What follows belongs to an exercise in optimizing a design on an open flow for small area; a production flow would make more cautious choices.
In this exercise RTL edits were held to simulation tests only and were not proved equivalent to the original.
Power figures rest on the tool's default switching activity, not on a simulated workload.

==> garnet <==
Design pid_periph, start of the top module:
module pid_periph (
    input  wire        clk,
    input  wire        rst,             
    input  wire [7:0]  AWADDR,
    input  wire        AWVALID,
    output wire        AWREADY,
    input  wire [31:0] WDATA,
    input  wire [3:0]  WSTRB,
    input  wire        WVALID,
    output wire        WREADY,
    output wire [1:0]  BRESP,
    output wire        BVALID,
    input  wire        BREADY,
    input  wire [7:0]  ARADDR,
    input  wire        ARVALID,
    output wire        ARREADY,
    output wire [31:0] RDATA,
    output wire [1:0]  RRESP,
    output wire        RVALID,
    input  wire        RREADY,
    output wire [31:0] mac_sub_a,
    output wire [31:0] mac_sub_b,
    output wire [31:0] mac_sub_c,
    output wire [31:0] mac_add_a,
    output wire [31:0] mac_add_b,
    output wire [31:0] mac_add_c,
    output wire [31:0] mul_a,
    output wire [31:0] mul_b,
    output wire [31:0] add_a,
    output wire [31:0] add_b,
    output wire [31:0] sub_a,
    output wire [31:0] sub_b,
    output wire [16:0] fpu_ctrl,
    input  wire [31:0] mac_sub_r,
    input  wire [31:0] mac_add_r,
    input  wire [31:0] mul_r,
    input  wire [31:0] add_r,
    input  wire [31:0] sub_r,
    input  wire [16:0] fpu_status,
    input  wire        A1,
    input  wire        B1,
    input  wire        A2,
    input  wire        B2,
    output wire        Dir_A,
    output wire        Dir_B,
    output wire        PWM_Out,
    output wire [31:0] addrb,
    output wire [31:0] dinb,
    input  wire [31:0] doutb,
    output wire        enb,
    output wire        rstb,
    output wire [3:0]  web,
    output wire [15:0] led
);
==> module custom_bram_controller, before the edit <==
module custom_bram_controller (
    input  wire        clk,
    input  wire        rst,
    output wire        enb,
    output wire        capture,     
    output wire [31:0] addrb,
    output wire [31:0] dinb,
    output wire [3:0]  web,
    output wire        rstb
);
    reg [4:0] ring;
    always @(posedge clk) begin
        if (rst)
            ring <= 5'd0;
        else
            ring <= {ring[3:0], ~(ring[4] | ring[3])};
    end
    assign enb     = ring[1] & ~ring[2];
    assign capture = ring[1] & ~ring[2];
    assign addrb   = 32'd0;
    assign dinb    = 32'd0;
    assign web     = 4'd0;
    assign rstb    = rst;
endmodule
clock: 10.0 ns
lec_check: 0
cap_margin: 20
core_margin: 2
core_utilization: 70
gpl_timing_driven: 0
slew_margin: 20
standard.sh (not shown) runs the stock make flow with config.mk's settings and CLKGATE_MAP_FILE= SYNTH_SCRIPT=/design/flow/synth_recipe.tcl, a recipe that flattens the netlist after the stock synthesis.
==> flow/flow/run.sh <==
#!/bin/bash
# The standard layout with these changes:
# - synthesis maps logic with an area-oriented ABC script (flow/abc.script)
#   instead of ORFS's delay-oriented one; everything else in synthesis,
#   including flip-flop mapping and naming, is ORFS's own script unchanged;
# - the smallest buffer (buf_1) on every port;
# - a smaller clock tree (clkbuf_8, small sink clusters, no dummy loads);
# - pins may sit one track apart;
# - constant outputs share their tie cells;
# - placement is not timing driven, so synthesis buffers are removed by a
#   hook (flow/pre_gpl.tcl) before global placement, as timing-driven
#   placement would.
set -euo pipefail
WORK="$PWD"
rm -rf "$WORK/scripts"
cp -r "$FLOW_HOME/scripts" "$WORK/scripts"
cp "$WORK/flow/abc.script" "$WORK/scripts/abc_speed.script"
export SCRIPTS_DIR="$WORK/scripts"
export BUFFER_PORTS_ARGS="-buffer_cell sky130_fd_sc_hd__buf_1"
export CTS_ARGS="-sink_clustering_enable -repair_clock_nets -dont_use_dummy_load -buf_list sky130_fd_sc_hd__clkbuf_8 -sink_clustering_size 15 -sink_clustering_max_diameter 60"
export PLACE_PINS_ARGS="-min_distance 1 -min_distance_in_tracks"
export SKIP_REPAIR_TIE_FANOUT=1
export PRE_GLOBAL_PLACE_TCL="$WORK/flow/pre_gpl.tcl"
bash standard.sh > standard.log 2>&1
==> flow/flow/abc.script <==
&get -n
&st
&dc2
&dch -f
&nf -a -p -R 1000
&put
==> flow/flow/pre_gpl.tcl <==
remove_buffers
==> inputs of xenon, as changes to garnet <==
--- a/flow/design.v
+++ b/flow/design.v
@@ -223,13 +223,13 @@
     output wire        rstb
 );
-    reg [4:0] ring;
+    reg [3:0] phase;
     always @(posedge clk) begin
-        if (rst)
-            ring <= 5'd0;
+        if (rst || phase == 4'd8)
+            phase <= 4'd0;
         else
-            ring <= {ring[3:0], ~(ring[4] | ring[3])};
+            phase <= phase + 4'd1;
     end
-    assign enb     = ring[1] & ~ring[2];
-    assign capture = ring[1] & ~ring[2];
+    assign enb     = (phase == 4'd2);
+    assign capture = (phase == 4'd2);
     assign addrb   = 32'd0;
     assign dinb    = 32'd0;
==> inputs of indigo, as changes to garnet <==
--- a/flow/design.v
+++ b/flow/design.v
@@ -223,13 +223,13 @@
     output wire        rstb
 );
-    reg [4:0] ring;
+    reg [3:0] phase;
     always @(posedge clk) begin
-        if (rst)
-            ring <= 5'd0;
+        if (rst || phase == 4'd8)
+            phase <= 4'd0;
         else
-            ring <= {ring[3:0], ~(ring[4] | ring[3])};
+            phase <= phase + 4'd1;
     end
-    assign enb     = ring[1] & ~ring[2];
-    assign capture = ring[1] & ~ring[2];
+    assign enb     = (phase == 4'd2);
+    assign capture = (phase == 4'd2);
     assign addrb   = 32'd0;
     assign dinb    = 32'd0;
--- a/flow/flow/run.sh
+++ b/flow/flow/run.sh
@@ -7,8 +7,5 @@
 # - a smaller clock tree (clkbuf_8, small sink clusters, no dummy loads);
 # - pins may sit one track apart;
-# - constant outputs share their tie cells;
-# - placement is not timing driven, so synthesis buffers are removed by a
-#   hook (flow/pre_gpl.tcl) before global placement, as timing-driven
-#   placement would.
+# - constant outputs share their tie cells.
 set -euo pipefail
 WORK="$PWD"
@@ -21,4 +18,3 @@
 export PLACE_PINS_ARGS="-min_distance 1 -min_distance_in_tracks"
 export SKIP_REPAIR_TIE_FANOUT=1
-export PRE_GLOBAL_PLACE_TCL="$WORK/flow/pre_gpl.tcl"
 bash standard.sh > standard.log 2>&1
--- a/flow/config.mk
+++ b/flow/config.mk
@@ -8,5 +8,4 @@
 export CAP_MARGIN = 20
 export CORE_MARGIN = 2
-export CORE_UTILIZATION = 70
-export GPL_TIMING_DRIVEN = 0
+export CORE_UTILIZATION = 60
 export SLEW_MARGIN = 20
removed: flow/flow/pre_gpl.tcl
==> notes <==
Sequential share of layout area: indigo < xenon < garnet. In indigo the critical path depth is higher than in xenon, by 2. Cell count: indigo > xenon > garnet. Between xenon and garnet, the lower register-to-register slack is in xenon (gap 0.21 ns). Worst setup slack, highest first: indigo, xenon, garnet. In sequential power, garnet and xenon hardly differ. Maximum frequency: garnet is lower than xenon (about 8%). Design area, highest first: indigo, xenon, garnet.
==> figures <==
Worst rel slew slack: garnet 0.1861; indigo 0.1910; xenon 0.1947
Final-stage net count: garnet 2239; indigo 2270; xenon 2251
Basic-gate share of the synthesized area counting and, or, nand and nor cells: garnet 0.08299; indigo 0.07782; xenon 0.07782
Routed via count: garnet 14.12k; indigo 13.74k; xenon 14.13k
Met2 routed WL: garnet 27410 um; indigo 26840 um; xenon 26780 um
Maximum fanout along the worst path: garnet 31; indigo 17; xenon 24
Post-synthesis cell count: garnet 1260; indigo 1267; xenon 1267
Synthesized-area fraction occupied by ao, oa, aoi and oai cells: garnet 0.06823; indigo 0.07058; xenon 0.07058
Adder and majority cell fraction of the synthesized area: garnet 0.006823; indigo 0.01015; xenon 0.01015
Well tap count: garnet 384; indigo 448; xenon 384
Logic depth of the worst path, buffers included: garnet 4; indigo 5; xenon 3
Maximum achievable frequency: garnet 192.1 MHz; indigo 216.1 MHz; xenon 209.0 MHz
Top Layer Used: garnet met5; indigo met4; xenon met5
Critical Path Sink: garnet rstb; indigo enb; xenon rstb
Worst Max-Slew Pin Slew: garnet 1.218 ns; indigo 1.211 ns; xenon 1.206 ns
Start point of the worst hold path: garnet u_quad.b1_ff1; indigo u_quad.a2_ff1; xenon u_quad.a1_ff1
Antenna violations before repair: garnet 2; indigo 2; xenon 1
Status: garnet complete, no violations; indigo complete, no violations; xenon complete, no violations

==> 03-27 <==
Starting RTL as in the previous note.
export LEC_CHECK = 0
export CAP_MARGIN = 20
export CORE_MARGIN = 2
export CORE_UTILIZATION = 75
export GPL_TIMING_DRIVEN = 0
export SLEW_MARGIN = 20
create_clock -name core_clock -period 10.0 [get_ports {clk}]
==> flow/flow/run.sh <==
#!/bin/bash
# The standard layout with these changes:
# - synthesis maps logic with an area-oriented ABC script (flow/abc.script)
#   instead of ORFS's delay-oriented one; everything else in synthesis,
#   including flip-flop mapping and naming, is ORFS's own script unchanged;
# - the smallest buffer (buf_1) on every port;
# - a smaller clock tree (clkbuf_8, small sink clusters, no dummy loads);
# - pins may sit one track apart;
# - constant outputs share their tie cells;
# - placement is not timing driven, so synthesis buffers are removed by a
#   hook (flow/pre_gpl.tcl) before global placement, as timing-driven
#   placement would.
set -euo pipefail
WORK="$PWD"
rm -rf "$WORK/scripts"
cp -r "$FLOW_HOME/scripts" "$WORK/scripts"
cp "$WORK/flow/abc.script" "$WORK/scripts/abc_speed.script"
export SCRIPTS_DIR="$WORK/scripts"
export BUFFER_PORTS_ARGS="-buffer_cell sky130_fd_sc_hd__buf_1"
export CTS_ARGS="-sink_clustering_enable -repair_clock_nets -dont_use_dummy_load -buf_list sky130_fd_sc_hd__clkbuf_8 -sink_clustering_size 15 -sink_clustering_max_diameter 60"
export PLACE_PINS_ARGS="-min_distance 1 -min_distance_in_tracks"
export SKIP_REPAIR_TIE_FANOUT=1
export PRE_GLOBAL_PLACE_TCL="$WORK/flow/pre_gpl.tcl"
bash standard.sh > standard.log 2>&1
==> flow/flow/pre_gpl.tcl <==
remove_buffers
Scripts as last shown in full above: flow/flow/abc.script
==> 03-15 (differences from 03-27) <==
--- a/flow/design.v
+++ b/flow/design.v
@@ -224,11 +224,11 @@
 );
-    reg [4:0] ring;
+    reg [3:0] phase;
     always @(posedge clk) begin
-        if (rst)
-            ring <= 5'd0;
+        if (rst || phase == 4'd8)
+            phase <= 4'd0;
         else
-            ring <= {ring[3:0], ~(ring[4] | ring[3])};
+            phase <= phase + 4'd1;
     end
-    assign enb     = ring[1] & ~ring[2];
-    assign capture = ring[1] & ~ring[2];
+    assign enb     = (phase == 4'd2);
+    assign capture = (phase == 4'd2);
     assign addrb   = 32'd0;
- CORE_UTILIZATION: 75 -> 80
==> summary of the runs <==
- Of 03-15 and 03-27, 03-27 has the higher die area (gap 5.9%, measured against 03-27).
- Against 03-15, the cell area of 03-27 is smaller by about 0.2%.
- Global-route usage: 03-27 is lower than 03-15 (11 points).
- Of 03-27 and 03-15, 03-15 has the higher clock power (gap about 5%, measured against 03-15).
- Against 03-15, the worst hold slack of 03-27 is worse by 17 ps.
- Against 03-15, the flip-flop and latch count of 03-27 is higher by 1.
- In 03-27 the combinational power is smaller than in 03-15, by about 7.5%.
- Between 03-27 and 03-15, the lower non-clock buffer count is in 03-27 (gap 1).
==> figures <==
quantity	03-27	03-15
Worst setup skew after layout	44.0 ps	32.0 ps
Filler instances	1147	632
Layout cells sized above 1	4.25%	4.29%
Share of the core filled with cells in the final layout	88.4%	94.6%
Crit. Startpoint	rst	u_bram.phase[0]
Diode count	1	5
Max stage delay cell, worst path	sky130_fd_sc_hd__buf_2	sky130_fd_sc_hd__clkinv_1
Initial Utilization	75.7%	81.0%
Worst hold path startpoint	u_quad.b2_ff1	u_quad.a2_ff1
Internal power summed over all cells	3.21 mW	3.21 mW
HPWL after detailed placement	41700 um	43400 um
Multi-input combinational cell area	3740 um2	3790 um2
Setup slack of the critical path after layout	5290 ps	5230 ps
NumNets Final	2237	2248
Status	complete, no violations	complete, no violations
Part of the total power dissipated in sequential elements	65.1%	63.8%
Synthesized-area fraction occupied by xor and xnor cells	2.08%	2.25%
Top layer used by detailed routing	met4	met5

==> re-timing with driven ports <==
How much do the figures lean on ideal ports? The routed layouts below were timed once more, with nothing changed but the port constraints. Step 1, drivers: a clkbuf_16 drives clk and a buf_2 each remaining input, both assumed. Step 2 adds t to the input delays and takes it off the output delays; t is the mean of the earliest and latest rising clock arrival at the registers after step 1. Input paths then give back, and output paths get back, about the clock's delay inside the block. Slacks: ideal ports / drivers / drivers and shift; pairs: ideal ports / drivers.
run | t (ns) | slack for setup (ns) | worst setup path at the end | worst slew at a driven data input, ns
garnet | 0.614 | 4.793 / 4.762 / 4.762 | input to output | 0.08
xenon | 0.613 | 5.215 / 5.194 / 5.194 | input to output | 0.08
indigo | 0.605 | 5.372 / 5.320 / 5.291 | input to register | 0.09
03-27 | 0.619 | 5.293 / 5.268 / 5.268 | input to output | 0.09
03-15 | 0.628 | 5.231 / 5.179 / 5.220 | input to output | 0.11
After both steps every run listed still meets setup and hold. For indigo, which loses most, drivers alone change the setup slack by -0.052 ns; drivers and shift together by -0.081 ns.
